This is an optimization exercise on Yosys and OpenROAD, whose aim is small area, a short achievable clock period and few clock cycles, not a production implementation.
No run shown here included a check of the RTL's function; only the layout flow was run.

## flow/design.v (module list and top-level ports; edited modules follow where they fit)
// module mult_stage: 11 lines
// module mult: 6096 lines
module mult(input clock, reset, nuke,
            input [63:0] mcand, mplier,
            input start,
            output [63:0] product,
            output done);
  // ...
==> flow/run.sh <==
#!/bin/bash
# synth_recipe.tcl (not shown) runs the flow's synth.tcl, then flattens the netlist and writes it again
# the make line also repeats each setting of config.mk as NAME=value (left out here)
make -C /OpenROAD-flow-scripts/flow DESIGN_CONFIG=/design/flow/config.mk WORK_HOME=/design/flow/orfs CLKGATE_MAP_FILE= SYNTH_SCRIPT=/design/flow/synth_recipe.tcl finish
==> flow/config.mk <==
export PLATFORM = sky130hd
export DESIGN_NAME = mult
export DESIGN_NICKNAME = mult
export VERILOG_FILES = /design/flow/design.v
export SDC_FILE = /design/flow/constraint.sdc
export NUM_CORES = 4
export LEC_CHECK = 0
export ABC_AREA = 1
export CAP_MARGIN = 20
export CORE_MARGIN = 2
export CORE_UTILIZATION = 40
export SLEW_MARGIN = 20
==> flow/constraint.sdc <==
create_clock -name core_clock -period 7.0 [get_ports {clock}]
set_input_delay 1.4000 -clock core_clock [delete_from_list [all_inputs] [get_ports {clock}]]
set_output_delay 1.4000 -clock core_clock [all_outputs]
set_load 0.01 [all_outputs]
==> results.cfg, run 1 <==
[outcome]
outcome = no timing/DRC/antenna violations

[min_path]
min_path_cells = 2
min_to = ctl.v[2]
min_path_type = flip-flop to flip-flop

[worst_setup_path]
reg2reg_to = t1_s1559
path_buf_inv = 5
crit_type = flip-flop to flip-flop
cp_max_fo = 36

[clock_tree]
clockBufferDepth = 3
cts_root_buf = clkbuf_16
cts_setup_buffers = 0

[synthesis]
ys_types = 52
synthXorXnorAreaFrac_pct = 17.4
yosysMostFrequentCell = xor2_1
synth_compound_area_share_pct = 13.3
synth_edf_count = 0

[grt]
grt_pass1_vias = 49300
grt_remaining_overflow = 0
grt.busiest_layer = met2

[route]
drtPass1Iterations = 11
ant_nets = 0
wl_met2_um = 97700

[finish]
fill_cells = 13400
bufAreaShareNonClock_pct = 4.46

[sta]
tightest_slew_ps = 1220
skew_ps = 56.2
hold_viol = 0
worst_slack_ps = 2460
drv_slew = 0

[place]
post-place-ws_ps = 2550

[die]
die_w_um = 377
coreArea_mm2 = 0.138
==> run 2, diff against run 1 <==
--- a/flow/config.mk
+++ b/flow/config.mk
@@ -9,4 +9,5 @@
 export CAP_MARGIN = 20
 export CORE_MARGIN = 2
 export CORE_UTILIZATION = 40
+export SETUP_SLACK_MARGIN = 3.0
 export SLEW_MARGIN = 20
==> results.cfg, run 2 <==
[clock_tree]
clkTransAtPathRegs_ps = 60
cts.sinks = 483
cts_hold_buf = 0
clockBufferDepth = 3
clock_latency_ps = 720
cts_root_buf = clkbuf_16
cts_tree = yes
cts_htree_levels = 2
cts_buffers = 60

[synthesis]
syn_nets = 7279
netlist_area_mm2 = 0.0556
yosysMostFrequentCell = xor2_1
ys_seq_elements = 483
synth_cells = 6142
ys_types = 52
synth_edf_count = 0
avgSynthCellArea_um2 = 9.05
synthTopCellsByCount = xor2_1, o22ai_1, inv_1
synth.area.top_cells = fa_1, dfxtp_1, xor2_1
synth_flop_cell = dfxtp_1
yosys.area.top_type = fa_1
ys_seq_area_share_pct = 17.4
async_reset_ff_share_pct = 0
synth_top_area_share_pct = 32.0
ys_warn_count = 2

[sta]
skew_ps = 54.6
tightest_slew_ps = 1210
max_freq_mhz = 245
period_needed_ps = 4090
drv_slew = 0
maxSlewHeadroom_pct = 19.5
fin_tns_setup_ps = 0
fin_crit_sh_pct = 58.4
hold_viol = 0
setup_viol = 0
rsz0062_at_grt = yes

[route]
route.detailed.drc = 0
dr_total_vias = 48400
drtPass1Iterations = 9
vias_per_cell = 6.13
drtIter0Drc = 7117
ant_nets = 0
wl_per_cell_um = 30.5
routed_wirelength_um = 241000

[finish]
top_regs = product_r x64, ctl.v x3
multi_input_area_mm2 = 0.0405
area_delta_synth_final_pct = 10.7
mostFrequentLayoutCells = xor2_1, o22ai_1, inv_1
design_area_mm2 = 0.0616
drive_gt1_share_pct = 7.70
largest_reg_flops = 64
utilization_pct = 44.7
nNetsFinal = 7180
top_register = product_r
fill_cells = 13300
final_common_cell = xor2_1
ff_latch_area_mm2 = 0.00967

[worst_setup_path]
slowest_delay_ps = 700
reg2reg_to = product_r[62]
rr_worst_depth = 14
cp-endpoint = product_r[62]
reg2reg_slack_ps = 2910
crit_type = flip-flop to flip-flop
cp_max_fo = 3
arrival_ps = 4640
cpMaxStageDelayCell = fa_2
crit_start = t1_c1586
startpoint_type = flip-flop
worst_ep_required_time_ps = 7560
r2r-start = t1_c1586
path_cells = fa_1 -> inv_2 -> fa_1 -> fa_1 -> fa_2 -> inv_2 -> ha_4 -> inv_4 -> nor4_4 -> nand2_1 -> nor4_1 -> nand2_1 -> nand3_1 -> nand2_1
end_kind = flip-flop

[die]
start_util_pct = 40.4
die_y_um = 377
die_w_um = 377
coreArea_mm2 = 0.138
fp-row-count = 136
die_area_mm2 = 0.142
ioPinCount = 197

[place]
dpl_cell_area_mm2 = 0.0587
io_buffers = 196
dp_hpwl_um = 157000
globalplace.congestion = 0.977

[grt]
grt_pass1_wl_um = 343000
grt_max_degree = 62
met3_usage_pct = 16.8
grt_util_met1_pct = 40.2
grt_pass1_vias = 49500
grt_remaining_overflow = 0
met2_usage_pct = 47.3
antenna_found_initial = 13
grt.busiest_layer = met2
grt_use_total_pct = 33.3

[job]
drv_cap = 0

[min_path]
min_path_type = flip-flop to flip-flop
worstHoldStart = ctl.v[1]
min_path_cells = 2

[outcome]
outcome = no timing/DRC/antenna violations
## run 2: repair_timing
action	in CTS	in global routing
buffers inserted	4	4
resized for setup	79	108
pin swaps	15	17
gates cloned	0	1
endpoints found under the setup margin	179	151
## run 2: kinds of logic after synthesis
kind of cell,share of synthesized area (%)
AOI/OAI and AO/OA,13.3
xor gates and xnor gates,17.4
adders and majority gates,34.6
buffers and inverters,10.4
DFF,17.4
muxes,0.911
and+or+nand+nor,5.99
## run 2: how the worst min path moves through the flow
stage | slack (ps) | to
3_3_place_gp | 400 | ctl.v[2]
6_report | 410 | ctl.v[2]
3_5_place_dp | 410 | ctl.v[2]
5_1_grt | 440 | ctl.v[1]
2_1_floorplan | 330 | t1_e_neg30
4_1_cts | 420 | ctl.v[2]
## run 2: critical path, delay by kind of cell, from the launching register on
family,cells,cell delay [ps]
adder cells (fa/ha/maj),5,2510
AND/OR/NAND/NOR,6,920
buffers and inverters,3,160
flip-flops,1,320
## run 2: layout make-up
cell class / instances / area share (%)
clock inverter: 36 / 0.693
tap: 1794 / 3.65
antenna: 3 / 0.0122
clock buffer: 75 / 2.66
sequential: 483 / 15.7
multi-input combinational: 4142 / 65.8
timing repair inverter: 1 / 0.0122
timing repair buffer: 301 / 4.72
inverter: 1054 / 6.69
## run 2: layer usage
layer,share of wire (%),up-vias
met3,16,1291
met5,0.056,-
met1,36,23300
met2,40,4285
li1,-,19400
met4,8.0,22
## run 2: stage by stage
stage	std cells	worst slack (ps)	hold WS [ps]
final	7889	2910	410
after global routing	7886	2750	443
after CTS	7879	2920	417
after detailed placement	7764	2550	406
after global placement	7764	2590	395
after floorplan	6142	3290	330

==> afterwards: timing with drivers on the ports <==
In the flow no input, the clock included, has a driving cell. The finished layouts below were timed again as built, in two steps. Step 1 assumes that a clkbuf_16 drives the clock port and a buf_2 every other input. Step 2, shift: input delay + t, output delay - t, t = (earliest + latest rising clock arrival at the registers) / 2. This alone moves slack from input paths to output paths. Three values: no drivers, after step 1, after step 2; two values: the first two.
run	t (ns)	setup WS [ns]	worst setup path after step 2	latest minus earliest clock arrival (ns)	pins driven straight from the clock port
run 1	0.770	2.457 / 2.457 / 2.457	register to register	0.057 / 0.057	1
run 2	0.770	2.914 / 2.914 / 2.914	register to register	0.055 / 0.055	1
After both steps every run listed still meets setup and hold.
